From an optimization exercise on the open Yosys and OpenROAD flow, aimed at small area and a short achievable clock period; shortcuts taken in it are not production practice. Power is estimated from default activity; no workload was simulated.

==> module axis_dwidth_upsizer, before the edit <==
module axis_dwidth_upsizer #(
  parameter WIDTH      = 32,  
  parameter NUM_REG    =  4  
)(
    input  logic aclk,
    input  logic aresetn,
    input  logic s_axis_tvalid,
    output logic s_axis_tready,
    input  logic [WIDTH-1:0] s_axis_tdata,
    input  logic s_axis_tlast,
    output logic m_axis_tvalid,
    input  logic m_axis_tready,
    output logic [WIDTH*NUM_REG-1:0] m_axis_tdata,
    output logic m_axis_tlast
);
  logic [NUM_REG*WIDTH-1:0] s_reg;
  logic [NUM_REG-1:0] pos;    
  logic       full;           
  logic       vld;            
  logic       rdy;            
  logic       tl;             
  logic       fill;           
  wire acc   = |pos;
  wire shift = (acc & s_axis_tvalid) | fill;    
  wire [WIDTH-1:0] din = s_axis_tdata & {WIDTH{~fill}};
  genvar k;
  generate
    for (k = 0; k < NUM_REG; k = k + 1) begin : g_slot
      always @(posedge aclk) begin
        if (pos[k] & (s_axis_tvalid | fill))
          s_reg[(NUM_REG-k)*WIDTH-1 -: WIDTH] <= din;
      end
    end
  endgenerate
  logic [NUM_REG-1:0] pos_n;
  logic full_n, vld_n, tl_n;
  always @* begin
    pos_n  = shift ? {pos[NUM_REG-2:0], 1'b0} : pos;
    pos_n[0] = pos_n[0] | (vld & m_axis_tready);
    full_n = pos[NUM_REG-1] & shift;
    vld_n  = full | (vld & ~m_axis_tready);
    if (acc)
      tl_n = tl | s_axis_tlast;
    else if (vld & m_axis_tready)
      tl_n = 0;
    else
      tl_n = tl;
  end
  always @(posedge aclk) begin
    if (aresetn == 0) begin
      pos  <= 1;
      full <= 0;
      vld  <= 0;
      rdy  <= 1;
      tl   <= 0;
      fill <= 0;
    end else begin
      pos  <= pos_n;
      full <= full_n;
      vld  <= vld_n;
      rdy  <= ~vld_n;
      tl   <= tl_n;
      fill <= tl_n & |pos_n[NUM_REG-1:1];
    end
  end
  assign s_axis_tready = rdy;
  assign m_axis_tvalid = vld;
  assign m_axis_tdata  = s_reg;
  assign m_axis_tlast  = tl;
endmodule
clock: 3.5 ns
lec_check: 0
cap_margin: 20
core_margin: 2
core_utilization: 60
cts_buf_list: sky130_fd_sc_hd__clkbuf_8
slew_margin: 20
standard.sh (not shown) runs the stock make flow with config.mk's settings and CLKGATE_MAP_FILE= SYNTH_SCRIPT=/design/flow/synth_recipe.tcl, a recipe that flattens the netlist after the stock synthesis.
==> flow/flow/run.sh <==
#!/bin/bash
# Standard ORFS layout, with the port buffers made of the smallest buffer cell
# (buffer_ports otherwise picks a clock delay buffer for every port).
set -euo pipefail
bash standard.sh BUFFER_PORTS_ARGS="-buffer_cell sky130_fd_sc_hd__buf_1" finish > orfs_make.log 2>&1
The baseline ran to the end with no violations.
Edit:
==> flow/design.v (replaced) <==
module axis_dwidth_upsizer #(
  parameter WIDTH      = 32,  
  parameter NUM_REG    =  4  
)(
    input  logic aclk,
    input  logic aresetn,
    input  logic s_axis_tvalid,
    output logic s_axis_tready,
    input  logic [WIDTH-1:0] s_axis_tdata,
    input  logic s_axis_tlast,
    output logic m_axis_tvalid,
    input  logic m_axis_tready,
    output logic [WIDTH*NUM_REG-1:0] m_axis_tdata,
    output logic m_axis_tlast
);
  localparam CW = $clog2(NUM_REG);
  logic [NUM_REG*WIDTH-1:0] s_reg;
  logic [CW-1:0] cnt;    
  logic       acc;       
  logic       full;      
  logic       vld;       
  logic       rdy;       
  logic       tl;        
  logic       fill;      
  wire shift = (acc & s_axis_tvalid) | fill;
  wire last  = shift & (cnt == NUM_REG - 1);
  always @(posedge aclk) begin
    if (shift)
      s_reg <= {s_reg[(NUM_REG-1)*WIDTH-1:0], s_axis_tdata & {WIDTH{~fill}}};
  end
  logic [CW-1:0] cnt_n;
  logic acc_n, full_n, vld_n, tl_n;
  always @* begin
    cnt_n  = shift ? cnt + 1'b1 : cnt;
    acc_n  = acc ? ~last : (vld & m_axis_tready);
    full_n = acc & last;
    vld_n  = full | (vld & ~m_axis_tready);
    if (acc)
      tl_n = tl | s_axis_tlast;
    else if (vld & m_axis_tready)
      tl_n = 0;
    else
      tl_n = tl;
  end
  always @(posedge aclk) begin
    if (aresetn == 0) begin
      cnt  <= 0;
      acc  <= 1;
      full <= 0;
      vld  <= 0;
      rdy  <= 1;
      tl   <= 0;
      fill <= 0;
    end else begin
      cnt  <= cnt_n;
      acc  <= acc_n;
      full <= full_n;
      vld  <= vld_n;
      rdy  <= ~vld_n;
      tl   <= tl_n;
      fill <= tl_n & acc_n & (cnt_n != 0);
    end
  end
  assign s_axis_tready = rdy;
  assign m_axis_tvalid = vld;
  assign m_axis_tdata  = s_reg;
  assign m_axis_tlast  = tl;
endmodule
Synthesized area is about the same.
Power came out higher by about a fifth.
Clock-buffer cell count does not change.
First-iteration DRC count came out lower by a quarter to a third.
Fmax came out higher by a quarter to a third.
Hold slack gets worse by 0.027 ns.
Function was not checked in any run of this note: the RTL went through the layout flow alone.

[static timing again, ports no longer ideal]
The results above use ideal ports. As a check the final layouts listed here were re-extracted and re-timed, cells and wires unchanged.
Step 1 sets driving cells, clkbuf_16 on the clock port and buf_2 on the other inputs (assumed; they add their load-dependent delay and slew).
Step 2 also shifts input and output timing later by t, the mid clock arrival at the registers, as if the neighbouring blocks saw the same clock.
a / b / c = ideal ports / drivers / drivers and shift; a / b = the first two.
run | shift t [ns] | setup slack, ns | hold WS [ns] | worst setup path at the end
the first run | 0.447 | 1.303 / 1.303 / 1.221 | 0.475 / 0.475 / 0.475 | input to register
the second run | 0.431 | 1.744 / 1.744 / 1.479 | 0.447 / 0.447 / 0.447 | input to register
After both steps every run listed still meets setup and hold. The setup slack of the second run, which loses most, moves by 0.000 ns with the drivers and by -0.265 ns with both steps.
